What follows belongs to an exercise in optimizing a design on an open flow for small area; a production flow would make more cautious choices. In this exercise RTL edits were held to simulation tests only and were not proved equivalent to the original. Power is estimated from default activity; no workload was simulated.

--- run.sh ---
#!/bin/bash
# synth_recipe.tcl (not shown) runs the flow's synth.tcl, then flattens the netlist and writes it again
# the make line also repeats each setting of config.mk as NAME=value (left out here)
make -C /OpenROAD-flow-scripts/flow DESIGN_CONFIG=/design/flow/config.mk WORK_HOME=/design/flow/orfs CLKGATE_MAP_FILE= SYNTH_SCRIPT=/design/flow/synth_recipe.tcl finish
--- config.mk ---
export PLATFORM = sky130hd
export DESIGN_NAME = ALU
export DESIGN_NICKNAME = ALU
export VERILOG_FILES = /design/flow/design.v
export SDC_FILE = /design/flow/constraint.sdc
export NUM_CORES = 4
export LEC_CHECK = 0
export CAP_MARGIN = 20
export CORE_MARGIN = 2
export CORE_UTILIZATION = 40
export SLEW_MARGIN = 20
export SYNTH_HIERARCHICAL = 1
export SYNTH_MINIMUM_KEEP_SIZE = 0
--- constraint.sdc ---
create_clock -name core_clock -period 100.0 [get_ports {clk}]
set_input_delay 20.0000 -clock core_clock [delete_from_list [all_inputs] [get_ports {clk}]]
set_output_delay 20.0000 -clock core_clock [all_outputs]
set_load 0.01 [all_outputs]
--- design.v ---
`timescale 1ns/1ns
module ALU_fa (
    input  logic x,
    input  logic y,
    input  logic ci,
    output logic s,
    output logic co
);
    assign s  = x ^ y ^ ci;
    assign co = (x & y) | (ci & (x ^ y));
endmodule
module ALU_mx (
    input  logic s,
    input  logic x,
    input  logic sel,
    input  logic nsel,
    output logic xo_n
);
    assign xo_n = ~((s | nsel) & (x | sel));
endmodule
module ALU_yb (
    input  logic       a,
    input  logic       b,
    input  logic [3:0] lut,
    input  logic       oh,
    output logic       y,
    output logic       yn
);
    assign y  = lut[{a, b}] ^ oh;
    assign yn = ~y;
endmodule
module ALU_ctl #(
    parameter logic P = 1'b0,
    parameter logic LAST = 1'b0
) (
    input  logic co,       
    input  logic hz_in,    
    input  logic ytop,     
    input  logic ak,
    input  logic mulm,
    input  logic divm,
    input  logic arith0,
    output logic hz,
    output logic q,
    output logic sel,
    output logic nsel
);
    assign hz   = hz_in & ytop;
    assign q    = (co ^ P) & hz;
    assign sel  = (mulm & ak) | (divm & q) | (LAST & arith0);
    assign nsel = ~sel;
endmodule
module ALU_ob (
    input  logic x,
    input  logic selx,
    input  logic q,
    input  logic selq,
    output logic o
);
    assign o = (selx & x) | (selq & q);
endmodule
module ALU (
    input  logic clk,
    input  logic rst_n,
    input  logic [5:0] alu_op,
    input  logic word,
    input  logic [15:0] a,
    input  logic [15:0] b,
    input  logic cf_in,
    input  logic [4:0] shift_cnt,
    output logic [15:0] result
);
    logic       valid;
    logic       x0a, oh_en, force1, divm, mulm, arith0, cin0;
    logic       selx, selq, rcl, ror;
    logic [3:0] lut;     
    always_comb begin
        valid = 1'b1;
        x0a = 1'b0; oh_en = 1'b0; force1 = 1'b0;
        divm = 1'b0; mulm = 1'b0; arith0 = 1'b0; cin0 = 1'b0;
        selx = 1'b0; selq = 1'b0; rcl = 1'b0; ror = 1'b0; lut = 4'b0000;
        case (alu_op)
            6'd0:         begin x0a = 1'b1; lut = 4'b1010; arith0 = 1'b1; selx = 1'b1; end               
            6'd1, 6'd2:   begin x0a = 1'b1; lut = 4'b0101; arith0 = 1'b1; cin0 = 1'b1; selx = 1'b1; end  
            6'd3:         begin x0a = 1'b1; lut = 4'b0000; arith0 = 1'b1; cin0 = 1'b1; selx = 1'b1; end  
            6'd4:         begin x0a = 1'b1; lut = 4'b1111; arith0 = 1'b1; selx = 1'b1; end               
            6'd5:         begin lut = 4'b1111; mulm = 1'b1; selx = 1'b1; end                             
            6'd6, 6'd10:  begin lut = 4'b1000; arith0 = 1'b1; selx = 1'b1; end                           
            6'd7:         begin lut = 4'b1110; arith0 = 1'b1; selx = 1'b1; end                           
            6'd8:         begin lut = 4'b0110; arith0 = 1'b1; selx = 1'b1; end                           
            6'd9:         begin lut = 4'b0011; arith0 = 1'b1; selx = 1'b1; end                           
            6'd11:        begin oh_en = 1'b1; mulm = 1'b1; selx = 1'b1; end                              
            6'd12, 6'd13: begin x0a = 1'b1; oh_en = 1'b1; lut = 4'b1111; divm = 1'b1; selq = ~shift_cnt[4]; end  
            6'd14, 6'd17: begin lut = 4'b1100; arith0 = 1'b1; selx = 1'b1; end                           
            6'd15:        begin x0a = 1'b1; oh_en = 1'b1; force1 = 1'b1; lut = 4'b1111; divm = 1'b1; selq = 1'b1; ror = 1'b1; end  
            6'd16:        begin oh_en = 1'b1; force1 = 1'b1; mulm = 1'b1; selx = 1'b1; rcl = 1'b1; end   
            6'd18, 6'd19: begin lut = 4'b1010; mulm = 1'b1; selx = 1'b1; end                             
            6'd20, 6'd21: begin x0a = 1'b1; lut = 4'b0101; divm = 1'b1; selq = 1'b1; end                 
            default:      valid = 1'b0;
        endcase
    end
    genvar k;
    logic [15:0] oh, y, yn;
    generate
        for (k = 0; k < 16; k++) begin : g_y
            assign oh[k] = oh_en & (force1 ? (k == 1) : (!shift_cnt[4] && shift_cnt[3:0] == k));
            ALU_yb u_yb (.a(a[k]), .b(b[k]), .lut(lut), .oh(oh[k]), .y(y[k]), .yn(yn[k]));
        end
    endgenerate
    logic [16:0] hz, ypad;
    assign hz[0] = 1'b1;
    assign ypad  = {1'b1, y};
    logic [15:0] x0;
    logic [15:0] xo [0:15];    
    logic [15:0] q;
    assign x0 = a & {16{x0a}};
    generate
        for (k = 15; k >= 0; k--) begin : g_row
            localparam int W = 16 - k;
            localparam logic P = 1'((15 - k) & 1);
            logic [W-1:0] xi, yi;
            logic [W:0]   c;
            logic         sel, nsel;
            if (k == 15) begin : g_first
                assign xi = x0[15] ^ P;
            end else begin : g_next
                assign xi = {xo[k+1][15:k+1], x0[k] ^ P};
            end
            assign yi   = P ? yn[W-1:0] : y[W-1:0];
            assign c[0] = ((k == 0) ? (divm | cin0) : divm) ^ P;
            ALU_ctl #(.P(P), .LAST(k == 0)) u_ctl (
                .co(c[W]), .hz_in(hz[k]), .ytop(ypad[16-k]),
                .ak(a[k]), .mulm(mulm), .divm(divm), .arith0(arith0),
                .hz(hz[k+1]), .q(q[k]), .sel(sel), .nsel(nsel)
            );
            for (genvar j = 0; j < W; j++) begin : g_bit
                logic s;
                ALU_fa u_fa (.x(xi[j]), .y(yi[j]), .ci(c[j]), .s(s), .co(c[j+1]));
                ALU_mx u_mx (.s(s), .x(xi[j]), .sel(sel), .nsel(nsel), .xo_n(xo[k][k+j]));
            end
            if (k > 0) begin : g_lo
                assign xo[k][k-1:0] = '0;
            end
        end
    endgenerate
    logic [15:0] nxt, ext;
    assign ext = {ror & a[0], 14'd0, rcl & cf_in};
    logic [15:0] ob;
    generate
        for (k = 0; k < 16; k++) begin : g_ob
            ALU_ob u_ob (.x(xo[0][k]), .selx(selx), .q(q[k]), .selq(selq), .o(ob[k]));
        end
    endgenerate
    assign nxt = ob | ext;
    always_ff @(posedge clk) begin
        if (rst_n && valid)
            result <= nxt;
    end
endmodule
==> results.tsv <==
metric	value	unit
endpoint_kind	flop	
via_count	5427	
leakage	0.00243	µW
drv_slew	0	
p_int	28.2	µW
fin_ws	12.86	ns
h-tree-depth	1	
worstSetupStartpointType	primary input	
grt_pass1_wl	31600	µm
regArea	480	µm²
cpMostUsedCell	fa_1	
slowest_delay	0.79	ns
rows	45	
place.gp.congestion	0.896	
tightest_slew	0.877	ns
syn_inst	549	
dp_hpwl	15800	µm
synth_area	6150	µm²
wirelength	20000	µm
ctsResizeCount	0	
period_needed	87.14	ns
slowest_stage	clkdlybuf4s50_1	
switching_share	47.8	%
die-area	16400	µm²
clkPwrFrac	14.7	%
path_class	in -> reg	
first_iter_violations	377	
powerDensity	7.48	nW/µm²
yosysWarnings	9	
cts_buffers	3	
cp.arrival	87.13	ns
grt_pass1_vias	5603	
setup_viol	0	
post_drt_via_cell_ratio	6.63	
grt_max_degree	41	
fillCellCount	1390	
switchingPower	25.9	µW
fin_total_pwr	54.1	µW
regMostFlops	result	
crit_buf_inv	3	
syn_avg_cell_area	11.2	µm²
max_slew_margin	41.1	%
cp_max_fo	21	
largestRegisters	result x16	
cts_tree	built	
cts-root-buf	clkbuf_16	
cp.required	100.00	ns
post_cts_buffers	0	
fp.dieH	128	µm
finalSetupTns	0	ns
ant_nets	0	
area_delta_synth_final	17.5	%
num_antenna_cells	0	
drcViolationCount	0	
die_w	128	µm
maxCapViolCount	0	
dr.pass1.iters	5	
cts_max_path_buffers	2	
initial_core_util	40.8	%
largest_reg_flops	16	
rsz0062_at_grt	false	
ir_drop	0.00491	mV
seq_power_share	14.8	%
cp_top_family	adder cells	
hold_viol	0	
dp_worst_setup_slack	12.88	ns
placed_area	7140	µm²
multi_input_area	5600	µm²
ioPinCount	63	
grtUsageTotal	25.2	%
max_freq	11.5	MHz
cts.clk_slew.worst_paths	0.05	ns
hold_buffers	0	
port_buffers	61	
hp-class	in -> reg	
fin_nets	815	
coreArea	15100	µm²
wire_per_inst	24.4	µm
overflow	0	
stdcell_area	7230	µm²
finalCritPeriodShare	87.1	%
clock-sinks	16	
drive_gt1_share	12.4	%
grt_antenna_before_repair	0	
status	no timing/DRC/antenna violations	
combPwrFrac	70.5	%
[final timing paths]
check,start,endpoint,slack (ns),cells after the start
worst max-delay path,alu_op[2],result[15]$_DFFE_PP_,12.86,193
worst min-delay path,cf_in,result[0]$_DFFE_PP_,20.50,2
[stage by stage]
stage,hold slack [ns],util (%),std cells
4_1_cts,20.49,47.9,818
6_report,20.50,47.9,819
5_1_grt,20.50,47.9,819
2_1_floorplan,20.24,-,552
3_3_place_gp,20.74,47.3,814
3_5_place_dp,20.74,47.3,814
[cell type report]
cell class                      count  share of cell area [%]
Clock buffer                        3                    1.04
Sequential cell                    16                    6.65
Timing Repair Buffer               89                    11.3
Tap cell                          188                    3.25
Multi-Input combinational cell    517                    77.4
Clock inverter                      1                  0.0519
Inverter                            5                   0.260
[layer usage]
| layer | vias to the layer above | global-route usage, % | routed length, µm |
|---|---|---|---|
| li1 | 2358 | - | - |
| met5 | - | 0 | 0 |
| met1 | 2814 | 34.7 | 8500 |
| met3 | 38 | 3.76 | 1250 |
| met2 | 217 | 41.2 | 9560 |
| met4 | 0 | 8.40 | 647 |
[power by group through the flow]
stage                     clock (µW)  combinational [µW]  sequential [µW]
after floorplan                    0                24.8             8.40
after detailed placement           0                37.8             8.16
after global placement             0                36.3             8.15
after global routing            8.27                42.7             8.06
final                           7.92                38.1             8.02
after CTS                       8.00                38.0             8.03
[placed cells by master (no fill, tap or decap), types with 3 or more instances in the layout]
| master | count |
|---|---|
| a21oi_1 | 6 |
| a22o_1 | 31 |
| a22oi_1 | 16 |
| a31oi_1 | 4 |
| and2_1 | 9 |
| and2_2 | 15 |
| and3_4 | 8 |
| and3b_1 | 8 |
| buf_4 | 27 |
| clkbuf_16 | 3 |
| clkdlybuf4s50_1 | 61 |
| conb_1 | 4 |
| edfxtp_1 | 16 |
| fa_1 | 136 |
| inv_1 | 4 |
| mux4_2 | 16 |
| nand2_1 | 15 |
| nand2b_1 | 5 |
| nand3_1 | 3 |
| nand3b_1 | 3 |
| nor2_1 | 13 |
| nor2_2 | 3 |
| nor2b_1 | 3 |
| nor3_1 | 10 |
| nor4_1 | 6 |
| o21ai_0 | 3 |
| o22ai_1 | 137 |
| xnor2_1 | 16 |
| xor2_1 | 16 |

afterwards: timing with drivers on the ports:
How much do the figures lean on ideal ports? The routed layout below was timed once more, with nothing changed but the port constraints. Step 1 assumes that a clkbuf_16 drives the clock port and a buf_2 every other input. Step 2 moves the port delays by t, midway between the first and last clock arrival at a register: inputs arrive t later, outputs are due t later. That takes back most of the time a late clock gives input paths. Three values: ideal ports, drivers, drivers and shift; two values: the first two.
t, ns: 0.279
setup WS [ns]: 12.863 / 12.865 / 12.586
worst setup path after step 2: input to register
latest minus earliest clock arrival (ns): 0.005 / 0.005
After both steps setup and hold are still met in this run. The setup slack of this run moves by +0.002 ns with the drivers and by -0.277 ns with both steps.
